Context: an optimization exercise on an open-source flow, tuned for small area and a short achievable clock period. The choices shown serve that exercise and are no tape-out recipe. The RTL was checked by simulation tests, not by an equivalence proof against the original design. Power figures rest on the tool's default switching activity, not on a simulated workload.

==> flow/design.v <==
module slifo_v2 (clk, rst_n, wr, rd, lifo_empty, lifo_full, low_th, high_th,
                 lifo_low_th, lifo_high_th, lifo_ov, lifo_ud, lifo_valid,
                 data_in, data_out);
  input         clk;
  input         rst_n;
  input         wr;
  input         rd;
  input  [5:0]  low_th;
  input  [5:0]  high_th;
  input  [31:0] data_in;
  output reg [31:0] data_out;
  output        lifo_empty;
  output        lifo_full;
  output        lifo_low_th;
  output        lifo_high_th;
  output reg    lifo_ov;
  output reg    lifo_ud;
  output reg    lifo_valid;
  reg  [5:0]  cnt;      
  reg  [4:0]  top;      
  reg  [31:0] mem [0:31];
  assign lifo_empty = (cnt == 6'd0);
  assign lifo_full  = cnt[5];
  wire push = wr & ~rd & ~cnt[5];
  wire pop  = rd & ~wr & ~lifo_empty;
  wire fwd  = wr & rd;
  always @(posedge clk) begin
    if (~rst_n) begin
      cnt <= 6'd0;
      top <= 5'd31;
    end else if (push) begin
      cnt <= cnt + 6'd1;
      top <= top + 5'd1;
    end else if (pop) begin
      cnt <= cnt - 6'd1;
      top <= top - 5'd1;
    end
  end
  wire [31:0] sel;
  genvar g;
  generate
    for (g = 0; g < 32; g = g + 1) begin : g_word
      assign sel[g] = (top == g);
      always @(posedge clk)
        if (push & sel[(g + 31) % 32])
          mem[g] <= data_in;
    end
  endgenerate
  reg [31:0] rdata;
  integer k;
  always @(*) begin
    rdata = 32'd0;
    for (k = 0; k < 32; k = k + 1)
      rdata = rdata | (mem[k] & {32{sel[k]}});
  end
  always @(posedge clk) begin
    data_out   <= fwd ? data_in : rdata;
    lifo_valid <= pop | fwd;
  end
  always @(posedge clk) begin
    if (~rst_n)                 lifo_ov <= 1'b0;
    else if (rd)                lifo_ov <= 1'b0;
    else if (wr & lifo_full)    lifo_ov <= 1'b1;
  end
  always @(posedge clk) begin
    if (~rst_n)                 lifo_ud <= 1'b0;
    else if (wr)                lifo_ud <= 1'b0;
    else if (rd & lifo_empty)   lifo_ud <= 1'b1;
  end
  assign lifo_low_th  = (cnt <  low_th);
  assign lifo_high_th = (cnt >= high_th);
endmodule
==> flow/config.mk <==
export PLATFORM = sky130hd
export DESIGN_NAME = slifo_v2
export DESIGN_NICKNAME = slifo_v2
export VERILOG_FILES = /design/flow/design.v
export SDC_FILE = /design/flow/constraint.sdc
export NUM_CORES = 4
export LEC_CHECK = 0
export CAP_MARGIN = 20
export CORE_MARGIN = 2
export CORE_UTILIZATION = 60
export SETUP_SLACK_MARGIN = 1.4
export SLEW_MARGIN = 20
==> flow/constraint.sdc <==
create_clock -name core_clock -period 3.7 [get_ports {clk}]
set_input_delay 0.7400 -clock core_clock [delete_from_list [all_inputs] [get_ports {clk}]]
set_output_delay 0.7400 -clock core_clock [all_outputs]
set_load 0.01 [all_outputs]
run.sh (not shown) runs the stock make flow with config.mk's settings and CLKGATE_MAP_FILE= SYNTH_SCRIPT=/design/flow/synth_recipe.tcl, a recipe that flattens the netlist after the stock synthesis.
Change:
Settings changed: ABC_CLOCK_PERIOD_IN_PS from default to 2200.
Cell area is unchanged.
Core utilization does not change.
Fmax stays the same.

* * *

slifo_v2, a different RTL version from the one above (not shown whole).
Size in the first run: about 2000 cells after synthesis, about 87 I/O pins, roughly 0.039 mm² of cells after synthesis.
clock: 3.7 ns
lec_check: 0
cap_margin: 20
core_margin: 2
core_utilization: 65
cts_cluster_diameter: 100
cts_cluster_size: 26
place_density: 0.78
setup_slack_margin: 1.8
slew_margin: 20
synth_hierarchical: 1
Then changed:
==> flow/flow/run.sh (new file) <==
#!/bin/bash
# The standard layout (the standard.sh, all steps), with two placement
# hooks: the storage flip-flops are pre-placed as bit slices before global
# placement and released for legalization after it. ORFS writes each step's
# full log under orfs/logs/; the make output goes to standard.log.
set -euo pipefail
here=$(cd "$(dirname "${BASH_SOURCE[0]}")" && pwd)
export PRE_GLOBAL_PLACE_SKIP_IO_TCL="$here/preplace.tcl"
export POST_GLOBAL_PLACE_TCL="$here/release.tcl"
bash standard.sh > standard.log 2>&1
==> flow/flow/preplace.tcl (new file) <==
# Pre-place the storage flip-flops as bit slices: bit b's 32 words sit together
# in one block of an 8 x 4 grid over the core, two columns of 16 words, so each
# bit's write data and read mux stay local. The flops are fixed during global
# placement and released afterwards (see release.tcl), so detailed placement
# legalizes them with everything else.
set block [ord::get_db_block]
set core [$block getCoreArea]
set cx0 [$core xMin]; set cy0 [$core yMin]
set cw [expr {[$core xMax] - $cx0}]; set ch [expr {[$core yMax] - $cy0}]
set site_w 460; set row_h 2720
set rows [$block getRows]
set row0 [lindex $rows 0]
set ry0 [[$row0 getBBox] yMin]
set nbx 8; set nby 4
set bw [expr {$cw / $nbx}]; set bh [expr {$ch / $nby}]
set n 0
foreach inst [$block getInsts] {
  set name [$inst getName]
  if {![regexp {^mem\\?\[(\d+)\\?\]\\?\[(\d+)\\?\]} $name -> w b]} { continue }
  set w [expr {int($w)}]; set b [expr {int($b)}]
  set bx [expr {$b % $nbx}]; set by [expr {$b / $nbx}]
  set fw [[$inst getMaster] getWidth]
  set col [expr {$w / 16}]; set r [expr {$w % 16}]
  # block origin, snapped to the site and row grid
  set x [expr {$cx0 + $bx * $bw + $col * $fw + 2 * $site_w}]
  set x [expr {$cx0 + (($x - $cx0) / $site_w) * $site_w}]
  set y [expr {$cy0 + $by * $bh + 2 * $row_h}]
  set y [expr {$ry0 + (($y - $ry0) / $row_h + $r) * $row_h}]
  # orientation of the row at y
  set orient R0
  foreach row $rows {
    if {[[$row getBBox] yMin] == $y} { set orient [$row getOrient]; break }
  }
  $inst setOrient $orient
  $inst setLocation $x $y
  $inst setPlacementStatus FIRM
  incr n
}
puts "preplace: placed $n storage flops"
==> flow/flow/release.tcl (new file) <==
# Release the pre-placed storage flops so later steps may legalize and move them.
set n 0
foreach inst [[ord::get_db_block] getInsts] {
  if {[$inst getPlacementStatus] == "FIRM"} { $inst setPlacementStatus PLACED; incr n }
}
puts "release: released $n storage flops"
==> flow/standard.sh (new file) <==
#!/bin/bash
# synth_recipe.tcl (not shown) runs the flow's synth.tcl, then flattens the netlist and writes it again
# the make line also repeats each setting of config.mk as NAME=value (left out here)
make -C /OpenROAD-flow-scripts/flow DESIGN_CONFIG=/design/flow/config.mk WORK_HOME=/design/flow/orfs CLKGATE_MAP_FILE= SYNTH_SCRIPT=/design/flow/synth_recipe.tcl "${@:-finish}"
--- a/flow/config.mk
+++ b/flow/config.mk
@@ -13,3 +13,3 @@
 export PLACE_DENSITY = 0.78
-export SETUP_SLACK_MARGIN = 1.8
+export SETUP_SLACK_MARGIN = 1.5
 export SLEW_MARGIN = 20
removed: flow/run.sh
Outcome:
- routed wire length came out higher by roughly a tenth
- count of clock-buffer cells in the layout drops by 2
- maximum frequency is lower by a few percent
- via count went up by a few percent
- setup slack gets worse by 0.16 ns
- total power came out lower slightly
- sequential power is about the same
- final area went down slightly
- synthesized area stays the same

* * *

slifo_v2, a different RTL version from the one above (not shown whole).
For scale: about 2100 cells after synthesis, about 1100 flip-flops, about 40000 um^2 of cells after synthesis.
Design slifo_v2, start of the top module:
module slifo_v2 (clk, rst_n, wr, rd, lifo_empty, lifo_full, low_th, high_th,
                 lifo_low_th, lifo_high_th, lifo_ov, lifo_ud, lifo_valid,
                 data_in, data_out);
==> flow/config.mk <==
export PLATFORM = sky130hd
export DESIGN_NAME = slifo_v2
export DESIGN_NICKNAME = slifo_v2
export VERILOG_FILES = /design/flow/design.v
export SDC_FILE = /design/flow/constraint.sdc
export NUM_CORES = 4
export LEC_CHECK = 0
export CAP_MARGIN = 20
export CORE_MARGIN = 2
export CORE_UTILIZATION = 65
export CTS_CLUSTER_DIAMETER = 100
export CTS_CLUSTER_SIZE = 30
export PLACE_DENSITY = 0.78
export SETUP_SLACK_MARGIN = 1.5
export SLEW_MARGIN = 20
export SYNTH_HIERARCHICAL = 1
==> flow/constraint.sdc <==
create_clock -name core_clock -period 3.7 [get_ports {clk}]
set_input_delay 0.7400 -clock core_clock [delete_from_list [all_inputs] [get_ports {clk}]]
set_output_delay 0.7400 -clock core_clock [all_outputs]
set_load 0.01 [all_outputs]
Stock flow here: none of the scripts above is used.
Change:
- CTS_CLUSTER_SIZE: 30 -> 26
- SETUP_SLACK_MARGIN: 1.5 -> 1.35
What happened: Worst setup slack is worse by 110 ps. Routed wire length falls by about 3.2%. Utilization grows by 0.51 points.
Change:
==> flow/flow/run.sh (new file) <==
#!/bin/bash
# The standard layout (the standard.sh, all steps) with two changes read
# from env.sh: the port buffers are buf_1 cells, and clock tree synthesis adds
# no dummy loads. ORFS writes each step's full log under orfs/logs/; the make
# output goes to standard.log.
set -euo pipefail
here=$(cd "$(dirname "${BASH_SOURCE[0]}")" && pwd)
source "$here/env.sh"
bash standard.sh > standard.log 2>&1
==> flow/flow/env.sh (new file) <==
export BUFFER_PORTS_ARGS="-buffer_cell sky130_fd_sc_hd__buf_1"
export CTS_ARGS="-sink_clustering_enable -repair_clock_nets -sink_clustering_size 26 -sink_clustering_max_diameter 100 -dont_use_dummy_load"
==> flow/standard.sh (new file) <==
#!/bin/bash
# synth_recipe.tcl (not shown) runs the flow's synth.tcl, then flattens the netlist and writes it again
# the make line also repeats each setting of config.mk as NAME=value (left out here)
make -C /OpenROAD-flow-scripts/flow DESIGN_CONFIG=/design/flow/config.mk WORK_HOME=/design/flow/orfs CLKGATE_MAP_FILE= SYNTH_SCRIPT=/design/flow/synth_recipe.tcl "${@:-finish}"
- SETUP_SLACK_MARGIN: 1.35 -> 1.5
removed: flow/run.sh
=> The changed run finished clean; setup slack gains 52 ps; die area does not change; sequential cell count is unchanged; total power went down by 2.1%; maximum frequency went up by 2.3%; cell count went down by 1.3%.
Change:
- SETUP_SLACK_MARGIN: 1.5 -> 1.6
=>
- sequential share of layout area decreases by 0.14 points
- non-clock buffer count rises by 2
- sequential power hardly moves
- area after synthesis is unchanged
- routed wire length stays flat
- core utilization rose by 0.19 points
Change:
==> flow/run.sh (new file) <==
#!/bin/bash
# synth_recipe.tcl (not shown) runs the flow's synth.tcl, then flattens the netlist and writes it again
# the make line also repeats each setting of config.mk as NAME=value (left out here)
make -C /OpenROAD-flow-scripts/flow DESIGN_CONFIG=/design/flow/config.mk WORK_HOME=/design/flow/orfs CLKGATE_MAP_FILE= SYNTH_SCRIPT=/design/flow/synth_recipe.tcl finish
- SETUP_SLACK_MARGIN: 1.6 -> 1.5
removed: flow/flow/run.sh
removed: flow/flow/env.sh
removed: flow/standard.sh
After rerunning: Via count rose by 1.6%. Global-route usage rose by 1.3 points. Sequential cell count stays the same. Power rose by 2.1%. Combinational power rose by about 2%. Worst setup slack gets worse by 47 ps. Worst hold slack gets better by 50 ps.
Change:
- SETUP_SLACK_MARGIN: 1.5 -> 1.7
What happened: Setup slack is worse by 15 ps. Global-route usage went down by 0.64 points. Total power rises by 0.52%. Cell area goes up by 0.96%.

==> static timing again, ports no longer ideal <==
Ports are ideal in the flow. The routed layouts listed here were re-timed in OpenROAD. Step 1 (the two cells are an assumption about what drives the block):
set clk [get_ports {clk}]
set_driving_cell -lib_cell sky130_fd_sc_hd__clkbuf_16 $clk
set_driving_cell -lib_cell sky130_fd_sc_hd__buf_2 [delete_from_list [all_inputs] $clk]
Step 2 also shifts input and output timing later by t, the mid clock arrival at the registers, as if the neighbouring blocks saw the same clock. Three values: no drivers, after step 1, after step 2; two values: the first two.
run	shift t [ns]	slack for setup (ns)	hold slack, ns	worst setup path at the end
the first run of note 1	0.740	0.942 / 0.874 / 0.845	0.516 / 0.479 / 0.521	input to register
the second run of note 1	0.740	0.942 / 0.874 / 0.845	0.516 / 0.479 / 0.521	input to register
the first run of note 2	0.689	1.431 / 1.395 / 1.209	0.425 / 0.389 / 0.497	input to register
the second run of note 2	0.706	1.267 / 1.267 / 0.940	0.513 / 0.513 / 0.513	input to register
the first run of note 3	0.680	1.462 / 1.418 / 0.854	0.532 / 0.532 / 0.532	input to register
the second run of note 3	0.697	1.355 / 1.325 / 0.723	0.525 / 0.525 / 0.525	input to register
the third run of note 3	0.671	1.407 / 1.407 / 0.966	0.486 / 0.451 / 0.543	input to register
the fourth run of note 3	0.673	1.506 / 1.441 / 1.022	0.475 / 0.438 / 0.542	input to register
the fifth run of note 3	0.688	1.459 / 1.426 / 0.860	0.525 / 0.525 / 0.525	input to register
the sixth run of note 3	0.695	1.444 / 1.387 / 1.158	0.478 / 0.447 / 0.528	input to register
After both steps setup and hold are still met in every run listed. For the second run of note 3, which loses most, drivers alone change the setup slack by -0.030 ns; drivers and shift together by -0.632 ns.
